From an optimization exercise on the open Yosys and OpenROAD flow, aimed at small area, a short achievable clock period and few clock cycles; shortcuts taken in it are not production practice.
No functional check of the RTL was part of any run shown here.
No driver is modelled on the clock port, so clock power and skew are understated where the tree is cut down; a real chip needs a root buffer or a tree.
Power figures rest on the tool's default switching activity, not on a simulated workload.

**design/flow/flow/run.sh**
```bash
#!/bin/bash
set -euo pipefail
here=$(pwd)
bash standard.sh MATCH_CELL_FOOTPRINT=0 "BUFFER_PORTS_ARGS=-buffer_cell sky130_fd_sc_hd__buf_1" "CTS_ARGS=-sink_clustering_enable -repair_clock_nets -dont_use_dummy_load -sink_clustering_size 30 -sink_clustering_max_diameter 100 -buf_list sky130_fd_sc_hd__clkbuf_16" "POST_CTS_TCL=$here/flow/post_cts.tcl" finish > flow_standard.log 2>&1
```
**design/flow/flow/post_cts.tcl**
```tcl
# Drop the H-tree's middle level: the root buffer then drives the leaf
# buffers directly, two buffers from the clock port to every register.
set mid {}
foreach inst [[ord::get_db_block] getInsts] {
  if {[regexp {^clkbuf_[1-9][0-9]*_[0-9]+__f_} [$inst getName]]} { lappend mid [$inst getName] }
}
puts "post_cts: removing [llength $mid] middle clock buffers: $mid"
if {[llength $mid]} {
  remove_buffers {*}$mid
  detailed_placement
  estimate_parasitics -placement
  report_clock_latency
}
```
**design/flow/standard.sh**
```bash
#!/bin/bash
# synth_recipe.tcl (not shown) runs the flow's synth.tcl, then flattens the netlist and writes it again
# the make line also repeats each setting of config.mk as NAME=value (left out here)
make -C /OpenROAD-flow-scripts/flow DESIGN_CONFIG=/design/flow/config.mk WORK_HOME=/design/flow/orfs CLKGATE_MAP_FILE= SYNTH_SCRIPT=/design/flow/synth_recipe.tcl "${@:-finish}"
```
**design/flow/config.mk**
```make
export PLATFORM = sky130hd
export DESIGN_NAME = wr_interconnect
export DESIGN_NICKNAME = wr_interconnect
export VERILOG_FILES = /design/flow/design.v
export SDC_FILE = /design/flow/constraint.sdc
export NUM_CORES = 4
export LEC_CHECK = 0
export CAP_MARGIN = 20
export CORE_MARGIN = 2
export CORE_UTILIZATION = 40
export CTS_BUF_LIST = sky130_fd_sc_hd__clkbuf_4 sky130_fd_sc_hd__clkbuf_8 sky130_fd_sc_hd__clkbuf_16
export CTS_CLUSTER_DIAMETER = 100
export CTS_CLUSTER_SIZE = 30
export SETUP_SLACK_MARGIN = 3.0
export SLEW_MARGIN = 20
```
**design/flow/constraint.sdc**
```tcl
create_clock -name core_clock -period 5.0 [get_ports {clk}]
set_input_delay 1.0000 -clock core_clock [delete_from_list [all_inputs] [get_ports {clk}]]
set_output_delay 1.0000 -clock core_clock [all_outputs]
set_load 0.01 [all_outputs]
```
**design/flow/design.v**
```verilog
module fifo #(
	parameter DATA_WIDTH = 8,
	parameter FIFO_DEPTH = 8,
	parameter SWITCH     = 8
)
(
	input                       clk,
	input                       rst_n,
	input      [DATA_WIDTH-1:0] m0_data,
	input                       m0_valid,
	output                      m0_ready,
	input      [DATA_WIDTH-1:0] m1_data,
	input                       m1_valid,
	output reg                  m1_ready,
	output reg [DATA_WIDTH-1:0] odata,
	output reg                  ovalid,
	input                       oready
);
	localparam NR = FIFO_DEPTH - 1;            
	localparam CW = $clog2(SWITCH);
	localparam RW = $clog2(NR + 1);
	reg  [CW-1:0]         cnt;                 
	reg                   sel;                 
	reg                   m0_nrdy;             
	reg  [RW-1:0]         len;                 
	reg  [2:0]            tail;                
	reg  [2:0]            front;               
	reg  [DATA_WIDTH-1:0] ring [0:NR-1];
	assign m0_ready = ~m0_nrdy;
	wire [DATA_WIDTH-1:0] in_d = sel ? m1_data : m0_data;
	wire acc    = (m0_valid & ~m0_nrdy) | (m1_valid & m1_ready);
	wire h_load = ~ovalid | oready;            
	wire r_empty = (len == 0);
	localparam [2:0] SLOT0 = 3'b001, SLOT5 = 3'b110, SLOT6 = 3'b100;
	wire take    = r_empty | ((tail == SLOT0) & (len != NR));
	wire at_exit = ~r_empty & (front == SLOT6);
	wire ins = acc & ~(r_empty & h_load);      
	wire ext = h_load & at_exit;               
	wire [2:0] tail_inc  = {tail[1:0], tail[2] ^ tail[1]};
	wire [2:0] n_len = {len[2] ^ ((ins & len[1] & len[0]) | (ext & ~len[1] & ~len[0])),
	                    len[1] ^ ((ins & len[0]) | (ext & ~len[0])),
	                    len[0] ^ (ins | ext)};
	wire [2:0] n_tail = ins ? SLOT0 : tail_inc;
	wire [2:0] front_inc = {front[1:0], front[2] ^ front[1]};
	wire [2:0] n_front = ext ? front : (ins & r_empty) ? SLOT0 : front_inc;
	wire n_take = ins ? (len != NR - 1)
	            : ext ? ((len == 1) | (tail == SLOT6))
	            :       (r_empty | ((len != NR) & (tail == SLOT6)));
	wire sel_acc  = sel ^ (cnt == SWITCH - 1);    
	wire n_sel    = acc ? sel_acc : sel;
	wire [DATA_WIDTH-1:0] x_d = take ? in_d : ring[NR-1];
	always @(posedge clk) begin
		tail  <= n_tail;
		front <= n_front;
	end
	integer i;
	always @(posedge clk) begin
		ring[0] <= x_d;
		for (i = 1; i < NR; i = i + 1)
			ring[i] <= ring[i-1];
		if (h_load) odata <= x_d;
	end
	always @(posedge clk or negedge rst_n) begin
		if (~rst_n) begin
			cnt      <= 0;
			sel      <= 1'b0;
			m0_nrdy  <= 1'b0;
			m1_ready <= 1'b0;
			ovalid   <= 1'b0;
			len      <= 0;
		end else begin
			cnt      <= cnt ^ {acc & cnt[1] & cnt[0], acc & cnt[0], acc};
			sel      <= n_sel;
			m0_nrdy  <= ~n_take | n_sel;
			m1_ready <= n_take & n_sel;
			if (h_load) ovalid <= r_empty ? acc : at_exit;
			len      <= n_len;
		end
	end
endmodule
module wr_interconnect #
(
    parameter DATA_WIDTH = 8,
    parameter ADDR_WIDTH = 16
)
(
	input         			clk,
	input         			rst_n,
	input  [ADDR_WIDTH-1:0] m0_awaddr,
	input         			m0_awvalid,
	output        			m0_awready,
	input  [DATA_WIDTH-1:0] m0_wdata,
	input         			m0_wvalid,
	output        			m0_wready,
	input  [ADDR_WIDTH-1:0] m1_awaddr,
	input         			m1_awvalid,
	output        			m1_awready,
	input  [DATA_WIDTH-1:0] m1_wdata,
	input         			m1_wvalid,
	output        			m1_wready,
	output [ADDR_WIDTH-1:0] mem_awaddr,
	output        			mem_awvalid,
	input         			mem_awready,
	output [DATA_WIDTH-1:0] mem_wdata,
	output        			mem_wvalid,
	input         			mem_wready
);
fifo #(.DATA_WIDTH(ADDR_WIDTH)) AWFIFO (.clk(clk), .rst_n(rst_n),
	.m0_data(m0_awaddr), .m0_valid(m0_awvalid), .m0_ready(m0_awready),
	.m1_data(m1_awaddr), .m1_valid(m1_awvalid), .m1_ready(m1_awready),
	.odata(mem_awaddr), .ovalid(mem_awvalid), .oready(mem_awready));
fifo #(.DATA_WIDTH(DATA_WIDTH)) WFIFO (.clk(clk), .rst_n(rst_n),
	.m0_data(m0_wdata), .m0_valid(m0_wvalid), .m0_ready(m0_wready),
	.m1_data(m1_wdata), .m1_valid(m1_wvalid), .m1_ready(m1_wready),
	.odata(mem_wdata), .ovalid(mem_wvalid), .oready(mem_wready));
endmodule
```
==> summary.md, run 1 <==
| Metric | Value |
|---|---|
| CP cell instances | `inv_2 -> buf_6` |
| Setup crit end kind | `output port` |
| Register area | `4885 sq um` |
| Post-synthesis register bit count | `224` |
| Pwr Density | `approximately 730 nW/um^2` |
| Syn Std Cell Area | `6281 sq um` |
| Post-synth ARST share | `8.929%` |
| Syn nets | `roughly 460` |
| Critical path required time | `approximately 4000 ps` |
| Die area | `between 15000 and 20000 sq um` |
| Setup TNS | `0 ps` |
| Post-Synthesis Cells | `~400` |
| Worst skew pair latency | `380 ps` |
| Wire per inst | `about 13 um` |
| Critical Path Start | `WFIFO.m0_nrdy` |
| Slowest stage delay, CP | `a little over 400 ps` |
| Worst-Margin Slew | `795.0 ps` |
| Fraction of layout cells with a size suffix above 1 | `a little under a fifth` |
| Vias per inst | `4.389` |
| Area grow syn2layout | `13.88%` |
| Reg2reg start | `AWFIFO.len[0]` |
| Final period util | `39.04%` |
| Fmax | `~0.51 GHz` |
| Width of the die | `129.3 um` |
| EDFF count, synth | `30` |
| Die H | `129.3 um` |
| First-pass GRT wire length | `about 15000 um` |
| Outcome | `complete, no violations` |
| Count of cell types in the netlist | `54` |
| Final HPWL DP | `6035 um` |
| Crit path capture | `m0_wready` |
| Peak VDD IR | `roughly 360 uV` |
| Vias in the first global route | `3073` |
| Num ports | `86` |
| Final Skew | `~27 ps` |
| Filler Cell Count | `1349` |
| Final hold violations | `0` |
| Detailed Routing Iterations Pass 1 | `4` |
| Routed vias | `between 3000 and 4000` |
| Row cnt | `45` |
| Min-delay worst type | `reg -> reg` |
| Hold Slack | `308.8 ps` |
| Post-Route WL | `9198 um` |
| Placer congestion estimate | `0.7799` |
| Initial DRC Count | `118` |
| Clock Pin Slew Worst Setup and Hold Paths | `100 ps` |
| Final ANT Viol Nets | `0` |
| Post-synthesis area per instance | `15.74 sq um` |
| Final Max Slew Viols | `0` |
| Initial antenna violation count | `0` |
| Data arrival time of the worst path | `approximately 950 ps` |
| RSZ-0062 raised after global routing | `yes` |
| Slew margin rel. | `47.00%` |
| Worst-case reg-to-reg path depth | `4` |
| Pin count of the biggest net entering global routing | `31` |
| Initial Util | `41.16%` |
| Area of the multi-input gates | `1331 sq um` |
| Max_cap viols | `0` |
| Most common flop cell mapped by yosys | `dfxtp_1` |
| Critical path's slowest cell | `dfrtp_1` |
| Final min period | `1952 ps` |
| Setup-failing EPs final | `0` |
| Critical path type | `reg -> out` |
| Leakage | `approximately 2.8 nW` |
| Fin nets | `around 550` |
| Register area share after synthesis | `77.77%` |
| ANT cells | `0` |
| Drc violations | `0` |
| Global route overflow | `0` |
| CTS sink count | `224` |
| CP max FO | `2` |
| YS warnings | `4` |
| Port bufs | `85` |
| Worst reg-to-reg setup slack | `roughly 3100 ps` |
| GRT Total Usage | `11.70%` |
| Worst setup SP type | `register` |
| Core Area | `15260 sq um` |
| R2R Path End | `AWFIFO.m0_nrdy` |
-- sequential cells by signal, indices dropped and copies added (netlist names), 3 cells and up --
signal        count
AWFIFO.ring     112
WFIFO.ring       56
AWFIFO.odata     16
WFIFO.len         3
AWFIFO.cnt        3
WFIFO.front       3
WFIFO.tail        3
AWFIFO.tail       3
AWFIFO.front      3
AWFIFO.len        3
WFIFO.cnt         3
WFIFO.odata       8
-- worst min-delay path by stage --
stage	start	endpoint	slack, ps	cells past startpoint
global route	AWFIFO.ring[3][3]	AWFIFO.ring[4][3]	320	0
floorplan	AWFIFO.ring[0][0]	AWFIFO.ring[1][0]	310	0
finish	AWFIFO.ring[3][3]	AWFIFO.ring[4][3]	310	0
detailed placement	AWFIFO.ring[5][2]	AWFIFO.ring[6][2]	310	0
global placement	AWFIFO.ring[2][6]	AWFIFO.ring[3][6]	310	0
-- cell usage in the layout, fill, tap and decap left out, types with 4 or more instances in the layout --
cell type | Yosys | routed
a21oi_1 | 9 | 9
and2_1 | 6 | 6
buf_1 | 1 | 78
buf_4 | 1 | 4
clkbuf_16 | 0 | 9
clkbuf_2 | 1 | 5
dfrtp_1 | 20 | 20
dfxtp_1 | 174 | 174
edfxtp_1 | 30 | 30
inv_1 | 9 | 5
mux2_2 | 49 | 49
nand2_1 | 10 | 10
nor2_1 | 11 | 10
nor3b_1 | 6 | 6
xnor2_1 | 9 | 9
xor2_1 | 4 | 4
-- cell type report --
cell class | count | area share, %
flip-flops and latches | 224 | 68.29
repair buffers | 91 | 5.737
well taps | 211 | 3.691
inverters | 9 | 0.5248
clock buffers | 9 | 3.149
multi-input cells | 156 | 18.61
-- critical path: cells and delay by family (launching register included) --
family / cells / cell delay [ps]
buffers and inverters: 2 / 160
DFF: 1 / 410
-- cell families after synthesis --
kind of cell    count (synthesis)  synth area share (%)
flops                         224                 77.77
simple gates                   60                 5.678
mux                            49                 8.785
compound gates                 32                 4.024
buf+inv                        19                 1.534
xor+xnor                       13                 1.813
fa+ha+maj                       2                0.3983
-- cell usage after synthesis, types with 4 or more instances --
master / number / area share (%)
edfxtp_1: 30 / 14
buf_2: 4 / 0.32
xnor2_1: 9 / 1.3
nand2_1: 10 / 0.60
a21oi_1: 9 / 0.72
xor2_1: 4 / 0.56
dfrtp_1: 20 / 8.0
nor3b_1: 6 / 0.72
and2_1: 6 / 0.60
nor2b_1: 6 / 0.60
nor2_1: 11 / 0.66
mux2_2: 49 / 8.8
dfxtp_1: 174 / 55
inv_1: 9 / 0.54
-- metrics by stage --
stage	util, %	power, W	instances	instance area [sq um]	setup slack [ps]
floorplan	-	0.004030	399	6294	2783
global placement	44.71	0.004325	686	6822	2073
detailed placement	44.71	0.004387	686	6822	1991
global route	46.88	0.005578	700	7153	2984
finish	46.88	0.005247	700	7153	3048
-- layer usage --
metal,vias to the layer above,track usage (%),share of wire (%)
met1,1462,15.29,48
met5,-,0,0
li1,1541,-,-
met3,12,3.757,4.4
met2,57,18.11,46
met4,0,4.731,1.8
-- report_power, final --
group	internal [W]	switching, W	total [W]
registers	0.00286	0.000368	0.00323
logic	0.000638	0.000571	0.00121
clock network	0.000326	0.000480	0.000807
total	0.00383	0.00142	0.00525
==> run 2: changes to the inputs <==
--- a/design/flow/design.v
+++ b/design/flow/design.v
@@ -8,7 +8,7 @@
 	input                       rst_n,
 	input      [DATA_WIDTH-1:0] m0_data,
 	input                       m0_valid,
-	output                      m0_ready,
+	output reg                  m0_ready,
 	input      [DATA_WIDTH-1:0] m1_data,
 	input                       m1_valid,
 	output reg                  m1_ready,
@@ -22,20 +22,21 @@
 	reg  [CW-1:0]         cnt;                 
 	reg                   sel;                 
 	reg                   m0_nrdy;             
+	reg                   m1_rdy;              
+	reg                   hv;                  
 	reg  [RW-1:0]         len;                 
 	reg  [2:0]            tail;                
 	reg  [2:0]            front;               
+	reg                   take;                
 	reg  [DATA_WIDTH-1:0] ring [0:NR-1];
-	assign m0_ready = ~m0_nrdy;
 	wire [DATA_WIDTH-1:0] in_d = sel ? m1_data : m0_data;
-	wire acc    = (m0_valid & ~m0_nrdy) | (m1_valid & m1_ready);
-	wire h_load = ~ovalid | oready;            
+	wire acc    = (m0_valid & ~m0_nrdy) | (m1_valid & m1_rdy);
+	wire h_load = ~hv | oready;            
 	wire r_empty = (len == 0);
-	localparam [2:0] SLOT0 = 3'b001, SLOT5 = 3'b110, SLOT6 = 3'b100;
-	wire take    = r_empty | ((tail == SLOT0) & (len != NR));
-	wire at_exit = ~r_empty & (front == SLOT6);
+	reg  at_exit;                              
 	wire ins = acc & ~(r_empty & h_load);      
 	wire ext = h_load & at_exit;               
+	localparam [2:0] SLOT0 = 3'b001, SLOT5 = 3'b110, SLOT6 = 3'b100;
 	wire [2:0] tail_inc  = {tail[1:0], tail[2] ^ tail[1]};
 	wire [2:0] n_len = {len[2] ^ ((ins & len[1] & len[0]) | (ext & ~len[1] & ~len[0])),
 	                    len[1] ^ ((ins & len[0]) | (ext & ~len[0])),
@@ -46,8 +47,21 @@
 	wire n_take = ins ? (len != NR - 1)
 	            : ext ? ((len == 1) | (tail == SLOT6))
 	            :       (r_empty | ((len != NR) & (tail == SLOT6)));
+	wire n_at_exit = ext ? (len != 1) : (~r_empty & (front == SLOT5));
 	wire sel_acc  = sel ^ (cnt == SWITCH - 1);    
 	wire n_sel    = acc ? sel_acc : sel;
+	wire tk_ins  = (len != NR - 1);
+	wire tk_ext  = (len == 1) | (tail == SLOT6);
+	wire tk_none = r_empty | ((len != NR) & (tail == SLOT6));
+	wire tk_h0a0 = tk_none;
+	wire tk_h0a1 = tk_ins;
+	wire tk_h1a0 = at_exit ? tk_ext : tk_none;
+	wire tk_h1a1 = r_empty ? tk_h1a0 : tk_ins;
+	wire n_m1_rdy  = h_load ? (acc ? tk_h1a1 & sel_acc : tk_h1a0 & sel)
+	                        : (acc ? tk_h0a1 & sel_acc : tk_h0a0 & sel);
+	wire n_m0_nrdy = h_load ? (acc ? ~tk_h1a1 | sel_acc : ~tk_h1a0 | sel)
+	                        : (acc ? ~tk_h0a1 | sel_acc : ~tk_h0a0 | sel);
+	wire n_hv = h_load ? (r_empty ? acc : at_exit) : hv;
 	wire [DATA_WIDTH-1:0] x_d = take ? in_d : ring[NR-1];
 	always @(posedge clk) begin
 		tail  <= n_tail;
@@ -65,17 +79,26 @@
 			cnt      <= 0;
 			sel      <= 1'b0;
 			m0_nrdy  <= 1'b0;
-			m1_ready <= 1'b0;
-			ovalid   <= 1'b0;
+			m1_rdy   <= 1'b0;
+			hv       <= 1'b0;
 			len      <= 0;
+			take     <= 1'b1;
+			at_exit  <= 1'b0;
 		end else begin
 			cnt      <= cnt ^ {acc & cnt[1] & cnt[0], acc & cnt[0], acc};
 			sel      <= n_sel;
-			m0_nrdy  <= ~n_take | n_sel;
-			m1_ready <= n_take & n_sel;
-			if (h_load) ovalid <= r_empty ? acc : at_exit;
+			m0_nrdy  <= n_m0_nrdy;
+			m1_rdy   <= n_m1_rdy;
+			hv       <= n_hv;
 			len      <= n_len;
+			take     <= n_take;
+			at_exit  <= n_at_exit;
 		end
+	end
+	always @(posedge clk) begin
+		m0_ready <= ~rst_n | ~n_m0_nrdy;
+		m1_ready <=  rst_n &  n_m1_rdy;
+		ovalid   <=  rst_n &  n_hv;
 	end
 endmodule
 module wr_interconnect #
==> summary.md, run 2 <==
| Metric | Value |
|---|---|
| Post-synthesis area per instance | `14.15 sq um (-10%)` |
| Reg2reg start | `WFIFO.sel` |
| Most common flop cell mapped by yosys | `dfxtp_1` |
| Critical path required time | `4000 ps (about the same)` |
| Initial DRC Count | `188 (+59%)` |
| Most frequent cells in the layout | `dfxtp_1 (180), buf_1 (80), a21oi_1 (39)` |
| Row cnt | `47 (+4.4%)` |
| Global route overflow | `0 (unchanged)` |
| Final period util | `38.35% (-0.69 points)` |
| Hold Slack | `333.9 ps (+25.10 ps)` |
| Synth top area share | `53.73% (-1.7 points)` |
| CTS sink count | `234 (+4.5%)` |
| Post-synth ARST share | `10.26% (+1.3 points)` |
| Setup crit end kind | `output port` |
| Final Max Slew Viols | `0 (unchanged)` |
| Vias per inst | `4.626 (+5.4%)` |
| Vias in the first global route | `3468 (+13%)` |
| Worst skew pair latency | `380 ps (about the same)` |
| Simple-gate area share of the yosys netlist | `6.791% (+1.1 points)` |
| Critical path's slowest cell | `edfxtp_1` |
| Commonest non-fill, non-tap cell in the layout | `dfxtp_1` |
| Max_cap viols | `0 (unchanged)` |
| Width of the die | `133.5 um (+3.2%)` |
| Fraction of layout cells with a size suffix above 1 | `6.364% (-12 points)` |
| Regs by FF count | `AWFIFO.ring: 112 flops, WFIFO.ring: 56 flops, AWFIFO.odata: 16 flops` |
| Met2 global-route usage | `18.59% (+0.47 points)` |
| Area grow syn2layout | `11.14%` |
| Final min period | `1917 ps (-34.44 ps)` |
| Final HPWL DP | `6860 um (+14%)` |
| Num ports | `86 (unchanged)` |
| Placed cell count | `760 (+11%)` |
| Final core occ | `45.27% (-1.6 points)` |
| Final setup margin | `3083 ps (+34.44 ps)` |
| Synth Area in Compound Gates | `8.041% (+4.0 points)` |
| Most Crowded Layer GR | `met2` |
| Max reg flops | `112 (unchanged)` |
| Min-delay worst type | `reg -> reg` |
| RSZ-0062 raised after global routing | `no` |
| Post-synth top area cell | `dfxtp_1` |
| Peak VDD IR | `294.1 uV (-18%)` |
| Fin nets | `610 (+11%)` |
| Post-Route WL | `10500 um (+14%)` |
| Clock Pin Slew Worst Setup and Hold Paths | `100 ps (about the same)` |
| WP buf/inv | `1 (-1)` |
| Register area share after synthesis | `76.16% (-1.6 points)` |
| CP max FO | `1 (-1)` |
| Post-Synthesis Cells | `474 (+19%)` |
| Final ANT Viol Nets | `0 (unchanged)` |
| EDFF count, synth | `30 (unchanged)` |
| Outcome | `complete, no violations` |
| Adder-Cell Fraction of Synth Area | `0.3731% (-0.025 points)` |
| Worst setup SP type | `register` |
| Data arrival time of the worst path | `920 ps (-30 ps)` |
| Delay-heaviest family, CP | `flip-flops` |
| GRT Total Usage | `12.34% (+0.64 points)` |
| Post-synthesis register bit count | `234 (+4.5%)` |
| Top post-synthesis cells by area | `dfxtp_1 (54%), edfxtp_1 (13%), dfrtp_1 (8.2%), mux2i_1 (3.6%), a21oi_1 (2.9%)` |
| Pwr Density | `701.0 nW/um^2 (-4.4%)` |
| Count of cell types in the netlist | `55 (+1.9%)` |
| XOR/XNOR Fraction of Synth Area | `2.743% (+0.93 points)` |
| Critical path type | `reg -> out` |
| Syn nets | `532 (+16%)` |
| Commonest cells post-synth | `dfxtp_1 (180), a21oi_1 (39), edfxtp_1 (30)` |
| Setup TNS | `0 ps (unchanged)` |
| Worst Min Path Start | `WFIFO.ring[3][5]` |
| GR met3 Demand/Resource | `3.311% (-0.45 points)` |
| M1 GR Usage | `17.35% (+2.1 points)` |
| Main combinational cell family by area after synthesis | `compound AO/OA/AOI/OAI gates` |
| CP cell instances | `clkbuf_2` |
| Critical Path Start | `AWFIFO.odata[11]` |
| Post-Layout Cell Count | `770 (+10%)` |
| Slowest stage delay, CP | `400 ps (about the same)` |
| Final Skew | `16.37 ps (-10.40 ps)` |
| First-pass GRT wire length | `17280 um (+17%)` |
| Syn Std Cell Area | `6706 sq um (+6.8%)` |
| Final hold violations | `0 (unchanged)` |
| Detailed Routing Iterations Pass 1 | `5 (+1)` |
| Leakage | `2.987 nW (+6.4%)` |
| Slew margin rel. | `62.55% (+16 points)` |
| Mux contribution to synthesized area | `3.582% (-5.2 points)` |
| Worst-Margin Slew | `561.8 ps (-233.2 ps)` |
| Pin count of the biggest net entering global routing | `33 (+6.5%)` |
| Core Area | `16470 sq um (+7.9%)` |
| ANT cells | `0 (unchanged)` |
| Fmax | `0.5216 GHz (+1.8%)` |
| YS warnings | `4 (unchanged)` |
| Wire per inst | `13.63 um (+3.8%)` |
| Initial antenna violation count | `0 (unchanged)` |
| Routed vias | `3562 (+16%)` |
| Largest Register | `AWFIFO.ring` |
| Drc violations | `0 (unchanged)` |
| Setup-failing EPs final | `0 (unchanged)` |
| Initial Util | `40.73% (-0.43 points)` |
| Die area | `17820 sq um (+6.6%)` |
| Most instantiated library cell after synthesis | `dfxtp_1` |
| Die H | `133.5 um (+3.2%)` |
| Placer congestion estimate | `0.8669 (+11%)` |
| Pre-CTS setup slack | `2256 ps (+264.2 ps)` |
| Port bufs | `85 (unchanged)` |
==> run 2: cell count changes after synthesis, moves of 4 or more <==
cell	previous run	this run
nor2_1	11	24
clkbuf_1	1	6
a21oi_1	9	39
mux2_2	49	0
nor3b_1	6	2
buf_2	4	9
o21ai_0	2	6
dfxtp_1	174	180
nand2b_1	1	7
xnor2_1	9	15
mux2i_1	0	24
==> run 2: kinds of logic (layout without fill, tap and decap cells) <==
| kind of cell | count (synthesis) | after routing |
|---|---|---|
| flops | 234 | 234 |
| simple gates | 82 | 82 |
| compound gates | 81 | 81 |
| buf+inv | 30 | 106 |
| mux | 24 | 24 |
| xor+xnor | 21 | 21 |
| fa+ha+maj | 2 | 2 |
==> run 2: layout make-up <==
class,instances,area (sq um)
timing repair inverter,1,5.005
tap,220,275.3
inverter,10,42.54
multi-input combinational,210,1464
sequential,234,5109
fill,1523,9012
clock buffer,9,225.2
timing repair buffer,86,332.8
==> run 2: through the flow <==
step	total power (W)	cell area (sq um)
global placement	0.004359	7198
floorplan	0.004100	6729
finish	0.005225	7453
global route	0.005579	7453
detailed placement	0.004440	7198
==> run 2: layer usage <==
metal	part of all wire (%)	vias to the layer above
li1	-	1762
met3	5.5	12
met2	44	103
met5	0	-
met4	1.4	0
met1	49	1685
==> run 2: power by group <==
group | internal (W) | total (W) | switching [W]
sequential | 0.00293 | 0.00336 | 0.000436
combinational | 0.000462 | 0.00103 | 0.000569
clock | 0.000327 | 0.000828 | 0.000501
total | 0.00372 | 0.00522 | 0.00151
==> run 2: worst reg2reg max path, cell delays in order (launching register included) <==
cell and delay [ps]:
dfrtp_1 710, inv_1 250, a2111oi_2 350, a22oi_1 150, a211oi_1 190
==> run 2: worst paths after layout <==
kind | to | slack [ps] | cells past startpoint
min in group asynchronous | WFIFO.len[1] | 510 | 1
max in group asynchronous | AWFIFO.take | 3880 | 2
max | mem_awaddr[11] | 3080 | 1
min | WFIFO.ring[4][5] | 330 | 0
max reg2reg | WFIFO.m1_ready | 3260 | 4
min reg2reg | WFIFO.ring[4][5] | 330 | 0

re-timing with driven ports:
The flow's constraints put no driver on any port. The routed layouts listed below were extracted and timed again, unchanged, in two steps.
Step 1 assumes that a clkbuf_16 drives the clock port and a buf_2 every other input.
Step 2 times the ports against the registers' clock, not the clock port: input delays grow and output delays shrink by t, the midpoint of the rising clock arrivals with the driver on.
Three values: ideal, step 1, step 2; two values: the first two.
run	t, ns	setup slack, ns	worst hold slack (ns)	slew at the worst register clock pin (ns)
run 1	0.407	3.048 / 3.010 / 2.720	0.309 / 0.309 / 0.309	0.11 / 0.11
run 2	0.411	3.083 / 3.046 / 2.691	0.334 / 0.334 / 0.334	0.11 / 0.11
After both steps setup and hold are still met in every run listed. For run 2, which loses most, drivers alone change the setup slack by -0.037 ns; drivers and shift together by -0.392 ns.
